From an optimization exercise on the open Yosys and OpenROAD flow, aimed at small area; shortcuts taken in it are not production practice. The RTL was checked by simulation tests, not by an equivalence proof against the original design. Power is estimated from default activity; no workload was simulated.

File: flow/run.sh
#!/bin/bash
# synth_recipe.tcl (not shown) runs the flow's synth.tcl, then flattens the netlist and writes it again
# the make line also repeats each setting of config.mk as NAME=value (left out here)
make -C /OpenROAD-flow-scripts/flow DESIGN_CONFIG=/design/flow/config.mk WORK_HOME=/design/flow/orfs CLKGATE_MAP_FILE= SYNTH_SCRIPT=/design/flow/synth_recipe.tcl finish
File: flow/config.mk
export PLATFORM = sky130hd
export DESIGN_NAME = DP_project
export DESIGN_NICKNAME = DP_project
export VERILOG_FILES = /design/flow/design.v
export SDC_FILE = /design/flow/constraint.sdc
export NUM_CORES = 4
export LEC_CHECK = 0
export CAP_MARGIN = 20
export CORE_MARGIN = 2
export CORE_UTILIZATION = 40
export PLACE_DENSITY = 0.6
export SLEW_MARGIN = 20
File: flow/constraint.sdc
create_clock -name core_clock -period 15.0 [get_ports {in_clk}]
set_input_delay 3.0000 -clock core_clock [delete_from_list [all_inputs] [get_ports {in_clk}]]
set_output_delay 3.0000 -clock core_clock [all_outputs]
set_load 0.01 [all_outputs]
File: flow/design.v
module DP_project(
    input [1:0] mode,
    input start, cancel, door_close, fill_water, drain_water, in_clk,
    output door_lock, fill_valve, drain_valve, motor_bled,
    output [3:0] mode_led,
    output [2:0] status,
    output [4:0] ps_led,
    output [6:0] lcd_out,
    output [7:0] lcd_an
    );
    localparam IDLE = 3'd0, READY = 3'd1, WASH = 3'd2, RINSE = 3'd3, SPIN = 3'd4;
    reg [3:0] c;
    reg [1:0] dd;
    reg       fp;        
    wire c10  = (c == 4'd10);
    wire tick = c10 && !dd[0];
    always @(posedge in_clk) begin
        if (cancel) begin
            c  <= 4'd0;
            dd <= 2'd0;
        end else if (c10) begin
            c  <= 4'd1;
            dd <= dd + 1'b1;
        end else
            c  <= c + 1'b1;
    end
    reg [2:0]  ps;
    reg [1:0]  step;
    reg        e;        
    reg        z;        
    reg        rd;       
    reg        motor;
    reg [1:0]  ml;       
    reg [1:0]  mode_r;   
    reg [10:0] t;        
    reg [4:0]  d;        
    reg [10:0] target;
    always @(*) begin
        case (ps)
            WASH:    target = mode_r[0] ? 11'd1250 : 11'd1500;
            RINSE:   target = (mode_r == 2'd1) ? 11'd1000 : 11'd1500;
            default: target = (mode_r == 2'd1) ? 11'd750 : 11'd1000;
        endcase
    end
    wire done = (t == target);
    reg [4:0] dload;
    always @(*) begin
        case (mode)
            2'd0: dload = 5'd16;
            2'd1: dload = 5'd12;
            2'd2: dload = 5'd10;
            default: dload = 5'd4;
        endcase
    end
    wire t250 = (t == 11'd0) || (t == 11'd250) || (t == 11'd500) || (t == 11'd750) ||
                (t == 11'd1000) || (t == 11'd1250) || (t == 11'd1500);
    always @(posedge in_clk) begin
        if (cancel) begin
            ps <= IDLE;
            step <= 2'd0;
            e <= 1'b0;
            z <= 1'b1;
            rd <= 1'b0;
            motor <= 1'b0;
            ml <= 2'd0;
            mode_r <= 2'd0;
            t <= 11'd0;
            d <= 5'd0;
        end else if (tick) begin
            if (!motor)
                t <= 11'd0;
            else if (!done)
                t <= t + 1'b1;
            if (ps == IDLE)
                d <= dload;
            else if (motor && t250)
                d <= d - 1'b1;
            case (ps)
                IDLE: begin
                    mode_r <= mode;
                    if (start && door_close) begin
                        ps <= READY;
                        rd <= 1'b0;
                    end else if (start) begin
                        rd <= 1'b1;
                    end else begin
                        e <= 1'b1;
                        z <= 1'b0;
                        rd <= 1'b0;
                        ml <= mode;
                    end
                end
                READY: begin
                    e <= 1'b0;
                    z <= 1'b0;
                    ml <= mode_r;
                    step <= 2'd0;
                    ps <= (mode_r[1] == 1'b0) ? WASH : (mode_r[0] ? SPIN : RINSE);
                end
                WASH, RINSE: begin
                    case (step)
                        2'd0: begin
                            e <= 1'b1;
                            step <= {1'b0, fill_water};
                        end
                        2'd1: begin
                            motor <= 1'b1;
                            if (done) step <= 2'd2;
                        end
                        2'd2: begin
                            motor <= 1'b0;
                            if (drain_water) step <= 2'd3;
                        end
                        default: begin
                            if (!e)
                                step <= 2'd0;
                            else begin
                                e <= 1'b0;
                                ps <= (ps == WASH) ? RINSE : SPIN;
                            end
                        end
                    endcase
                end
                default: begin  
                    if (!done) begin
                        e <= 1'b1;
                        motor <= 1'b1;
                    end else begin
                        e <= 1'b0;
                        motor <= 1'b0;
                        ps <= IDLE;
                    end
                end
            endcase
        end
    end
    wire st_idle  = (ps == IDLE);
    wire st_ready = (ps == READY);
    wire st_wash  = (ps == WASH);
    wire st_rinse = (ps == RINSE);
    wire st_spin  = (ps == SPIN);
    wire st_wr    = st_wash || st_rinse;
    assign door_lock   = !st_idle;
    assign motor_bled  = motor;
    assign fill_valve  = st_wr && ((step == 2'd0 && e) || (step == 2'd1 && !motor));
    assign drain_valve = st_wr && ((step == 2'd2 && !motor) || (step == 2'd3 && e));
    assign mode_led    = z ? 4'b0000 : (4'b0001 << ml);
    assign status      = !st_idle ? 3'b010 :
                         rd ? 3'b001 : e ? 3'b100 : z ? 3'b000 : 3'b010;
    reg [4:0] psl;
    always @(*) begin
        if (st_idle || st_ready)
            psl = z ? 5'b00000 : e ? 5'b00001 : 5'b10000;
        else if (st_wash)
            psl = e ? 5'b00100 : 5'b00010;
        else if (st_rinse)
            psl = e ? 5'b01000 : (mode_r == 2'd2 ? 5'b00010 : 5'b00100);
        else
            psl = e ? 5'b10000 : (mode_r == 2'd3 ? 5'b00010 : 5'b01000);
    end
    assign ps_led = psl;
    wire       ten = (d >= 5'd10) && (d <= 5'd16);
    wire [3:0] unit = (d <= 5'd9) ? d[3:0] : ten ? (d[3:0] - 4'd10) : 4'd0;
    reg [3:0] ustore;    
    reg       tb;        
    reg       tstore;    
    always @(posedge in_clk) begin
        if (cancel) begin
            ustore <= 4'd0;
            tb <= 1'b0;
            tstore <= 1'b0;
            fp <= 1'b1;
        end else if (tick) begin
            if (!dd[1]) begin
                ustore <= unit;
                tb <= ten;
            end else begin
                tstore <= ten;
                fp <= 1'b0;
            end
        end
    end
    reg [3:0] dig;
    reg       blank;
    reg [1:0] an;
    always @(*) begin
        blank = 1'b0;
        dig = 4'd0;
        an = 2'b01;
        if (c == 4'd0) begin
            blank = 1'b1;
            an = 2'b11;
        end else case (dd)
            2'd0: begin
                an = 2'b10;
                if (c == 4'd1) begin
                    blank = fp;
                    dig = {3'b000, tstore};
                    an = fp ? 2'b10 : 2'b01;
                end else if (c == 4'd2)
                    dig = ustore;
                else
                    dig = unit;
            end
            2'd1: begin
                if (c == 4'd1) begin
                    dig = ustore;
                    an = 2'b10;
                end else if (c == 4'd2) begin
                    blank = fp;
                    dig = {3'b000, tstore};
                end else if (c == 4'd3)
                    dig = {3'b000, tb};
                else
                    dig = {3'b000, ten};
            end
            2'd2: dig = {3'b000, ten};
            default: dig = {3'b000, tstore};
        endcase
    end
    reg [6:0] seg;
    always @(*) begin
        case (dig)
            4'd0: seg = 7'b1000000;
            4'd1: seg = 7'b1111001;
            4'd2: seg = 7'b0100100;
            4'd3: seg = 7'b0110000;
            4'd4: seg = 7'b0011001;
            4'd5: seg = 7'b0010010;
            4'd6: seg = 7'b0000010;
            4'd7: seg = 7'b1111000;
            4'd8: seg = 7'b0000000;
            default: seg = 7'b0010000;
        endcase
    end
    assign lcd_out = blank ? 7'b1111111 : seg;
    assign lcd_an  = {6'b111111, an};
endmodule
==> impl_metrics.toml <==
[outcome]
status = "timing/DRC/antenna clean"

[clocking]
cts_hold_buf = 0
clockBufferDepth = 2
postCtsSetupBuffers = 0
numCtsBuffers = 5
root_buffer = "clkbuf_8"
cts_tree = "built"
htreeDepth = 2
worst_skew_pair.late_latency_ns = 0.30
cts.sink_count = 42
cts_resized = 0
path_clk_slew_ns = 0.08

[route]
dr.pass1.iters = 4
drt_iter0_drc = 134
vias_per_cell = 5.77
drcViolationCount = 0
routed_wl_mm = 8.92
ant_nets = 0
wl_per_cell_um = 15.2
vias = 3375

[timing]
fin_tns_setup_ns = 0
finalMaxSlewViolations = 0
relSlewSlack_pct = 62.2
fmax_ghz = 0.156
setup-violations-final = 0
max_slew.worst_pin.slew_ns = 0.565
min_period_over_period_pct = 42.8
fin_crit_ns = 6.41
hold_viol_final = 0
fin_skew_ns = 0.0103
rsz0062_at_grt = "false"

[synth]
yosys_register_bits = 42
synthCells = 465
synth_warnings = 1
synth.avg_cell_area_um2 = 7.73
synth_top_area_share_pct = 23.4
yosysTopAreaCell = "dfxtp_1"
synth_area_leaders = "dfxtp_1, ha_1, a21oi_1"
synthFlopType = "dfxtp_1"
netlist_area_mm2 = 0.00359
ys_types = 78
ys_seq_area_share_pct = 23.4
synthArstFlopShare_pct = 0
synth_edf_count = 0

[setup_path]
path_cells = "inv_1 -> ha_1 -> a21bo_2 -> a31oi_2 -> a2111oi_0 -> o21ai_1 -> inv_1 -> ha_1 -> inv_1 -> nand2b_1 -> a41oi_1 -> clkdlybuf4s50_1"
crit_path_end_kind = "primary output"
reg2reg_to = "t[8]"
crit_fanout = 10
cp-endpoint = "lcd_out[4]"
r2r_cells = 8
start_kind = "flip-flop"
r2r_slack_ns = 12.41
worst-setup-path-type = "flip-flop to primary output"
critPathLaunch = "d[1]"
cp_slowest_cell = "clkdlybuf4s50_1"
crit_top_cell = "inv_1"
reg2reg_from = "c[0]"
crit_path_max_incr_delay_ns = 0.56
worstPathRequired_ns = 12.00
critical_path_arrival_ns = 3.41

[global_route]
grt_max_degree = 41
grt_use_total_pct = 18.8
grt_pass1_vias = 3237
overflow = 0
grt_pass1_wl_mm = 15.5
antenna_found_initial = 0

[floorplan]
die_height_um = 98.8
die_x_um = 98.8
core_area_mm2 = 0.00872
io_pins = 39
die_area_mm2 = 0.00975
row_count = 34
start_util_pct = 41.2

[power]
leakage_nw = 1.43
p_per_area_mw_per_mm2 = 59.6
ir_worst_vdd_uv = 25.1
finalPower_mw = 0.238

[placed_design]
placed_cell_area_mm2 = 0.00389
port_buffers = 32
post-dp-hpwl_mm = 6.64
place.gp.congestion = 0.852

[flow_run]
drv_cap = 0

[cells_and_area]
diodes = 0
fin_area_mm2 = 0.00400
num-fill-cells = 906
areaGrowthSynthToFinish_pct = 11.3
drive_gt1_share_pct = 5.24
nNetsFinal = 514

[hold_path]
hp-class = "flip-flop to flip-flop"
==> cell usage after synthesis (5+ instances only) <==
| master | instances |
|---|---|
| or3_1 | 6 |
| nor3b_1 | 8 |
| inv_1 | 27 |
| a21oi_1 | 37 |
| nand2b_1 | 14 |
| a21o_1 | 5 |
| nand4_1 | 5 |
| mux2i_1 | 8 |
| nor3_1 | 11 |
| nand3b_1 | 8 |
| a31oi_1 | 5 |
| nand2_1 | 40 |
| clkbuf_1 | 14 |
| ha_1 | 30 |
| nand3_1 | 13 |
| nor2_1 | 41 |
| o21ai_0 | 22 |
| buf_4 | 9 |
| a32o_1 | 5 |
| dfxtp_1 | 42 |
| a211oi_1 | 9 |
| buf_2 | 7 |
==> layout make-up <==
class	instances	area, um2	area share, %
multi-input combinational	363	2460	61.6
tap	108	135	3.38
clock buffer	7	76.3	1.91
inverter	29	109	2.72
clock inverter	1	30.0	0.751
sequential	42	841	21.0
timing repair buffer	35	343	8.57
==> sequential cells by signal, indices dropped and copies added (netlist names) <==
register,count
c,4
d,5
dd,2
e,1
fp,1
ml,2
mode_r,2
motor,1
ps,3
rd,1
step,2
t,11
tb,1
tstore,1
ustore,4
z,1
==> worst min path at each step <==
stage,startpoint,depth (start not counted),slack [ns],end
final,t[10],2,0.49,t[10]
after global routing,t[0],2,0.52,t[0]
after global placement,t[10],2,0.47,t[10]
after floorplan,t[10],2,0.46,t[10]
after CTS,t[0],2,0.49,t[0]
after detailed placement,t[0],2,0.48,t[0]
==> worst max-delay path, delay by kind of cell (launching register included) <==
| family | cells | cell delay (ns) |
|---|---|---|
| compound gates | 5 | 1.34 |
| fa+ha+maj | 2 | 0.44 |
| buf+inv | 4 | 0.87 |
| flops | 1 | 0.42 |
| simple gates | 1 | 0.05 |
==> per-layer routing <==
layer	wire, um	part of all wire, %	global-route usage (%)	up-vias
met1	4170	47	24.7	1590
met5	0	0	0	-
met4	146	1.6	5.90	0
li1	-	-	-	1702
met3	376	4.2	2.70	15
met2	4220	47	31.9	68
==> power breakdown <==
group | total (mW) | switching (mW) | internal (mW)
Combinational | 0.0349 | 0.0191 | 0.0158
Sequential | 0.113 | 0.00107 | 0.112
Clock | 0.0901 | 0.0402 | 0.0499
==> cell usage in the layout, fill, tap and decap left out, drive strengths merged, types with 3 or more instances in the layout <==
master,Yosys,layout
nand3b,8,8
nand4,5,5
nand3,13,13
nor4b,3,3
buf,19,3
o211ai,3,3
clkbuf,17,7
a311oi,4,4
a31oi,6,6
o21ai,26,26
nor4,3,3
ha,30,30
o311ai,3,3
nor2,41,41
mux2i,8,8
o221ai,4,4
o22a,3,3
a21o,5,5
nor2b,4,4
nand2,40,40
a22oi,3,3
conb,1,6
a21oi,38,38
a2111oi,5,5
dfxtp,42,42
nor3b,8,8
o21a,4,4
nor3,11,11
nand2b,15,15
a211oi,9,9
clkdlybuf4s50,0,32
inv,28,28
a32o,5,5
and2b,3,3
or3,6,6
==> kinds of logic (layout without fill, tap and decap cells) <==
logic type	Yosys count	in the layout	synth area share, %
adder cells (fa/ha/maj)	30	30	10.4
AND/OR/NAND/NOR	177	177	26.8
other	1	6	0.104
XOR/XNOR	2	2	0.488
AO/OA/AOI/OAI	139	139	27.7
buffers and inverters	65	72	8.50
multiplexers	9	9	2.54
flip-flops	42	42	23.4
==> through the flow <==
stage	std cells	hold slack, ns	setup WS [ns]	utilization [%]
finish	585	0.490	8.59	45.9
global route	585	0.520	8.20	45.9
CTS	585	0.494	8.56	45.9
detailed placement	577	0.481	8.90	44.6
global placement	577	0.473	9.00	44.6
floorplan	470	0.457	9.67	-

## re-timing with driven ports
No port has a modelled driver above. Below, the same layout with a new extraction and two added sets of constraints.
Step 1 assumes that a clkbuf_16 drives the clock port and a buf_2 every other input.
Step 2 times the ports against the registers' clock, not the clock port: input delays grow and output delays shrink by t, the midpoint of the rising clock arrivals with the driver on.
a / b / c = ideal / step 1 / step 2; a / b = the first two.
t (ns): 0.323
setup WS [ns]: 8.586 / 8.555 / 8.878
worst hold slack (ns): 0.490 / 0.490 / 0.490
worst register clock-pin slew, ns: 0.08 / 0.08
worst slew at a driven data input, ns: 0.04
After both steps this run still meets setup and hold. The setup slack of this run moves by -0.031 ns with the drivers and by +0.292 ns with both steps.
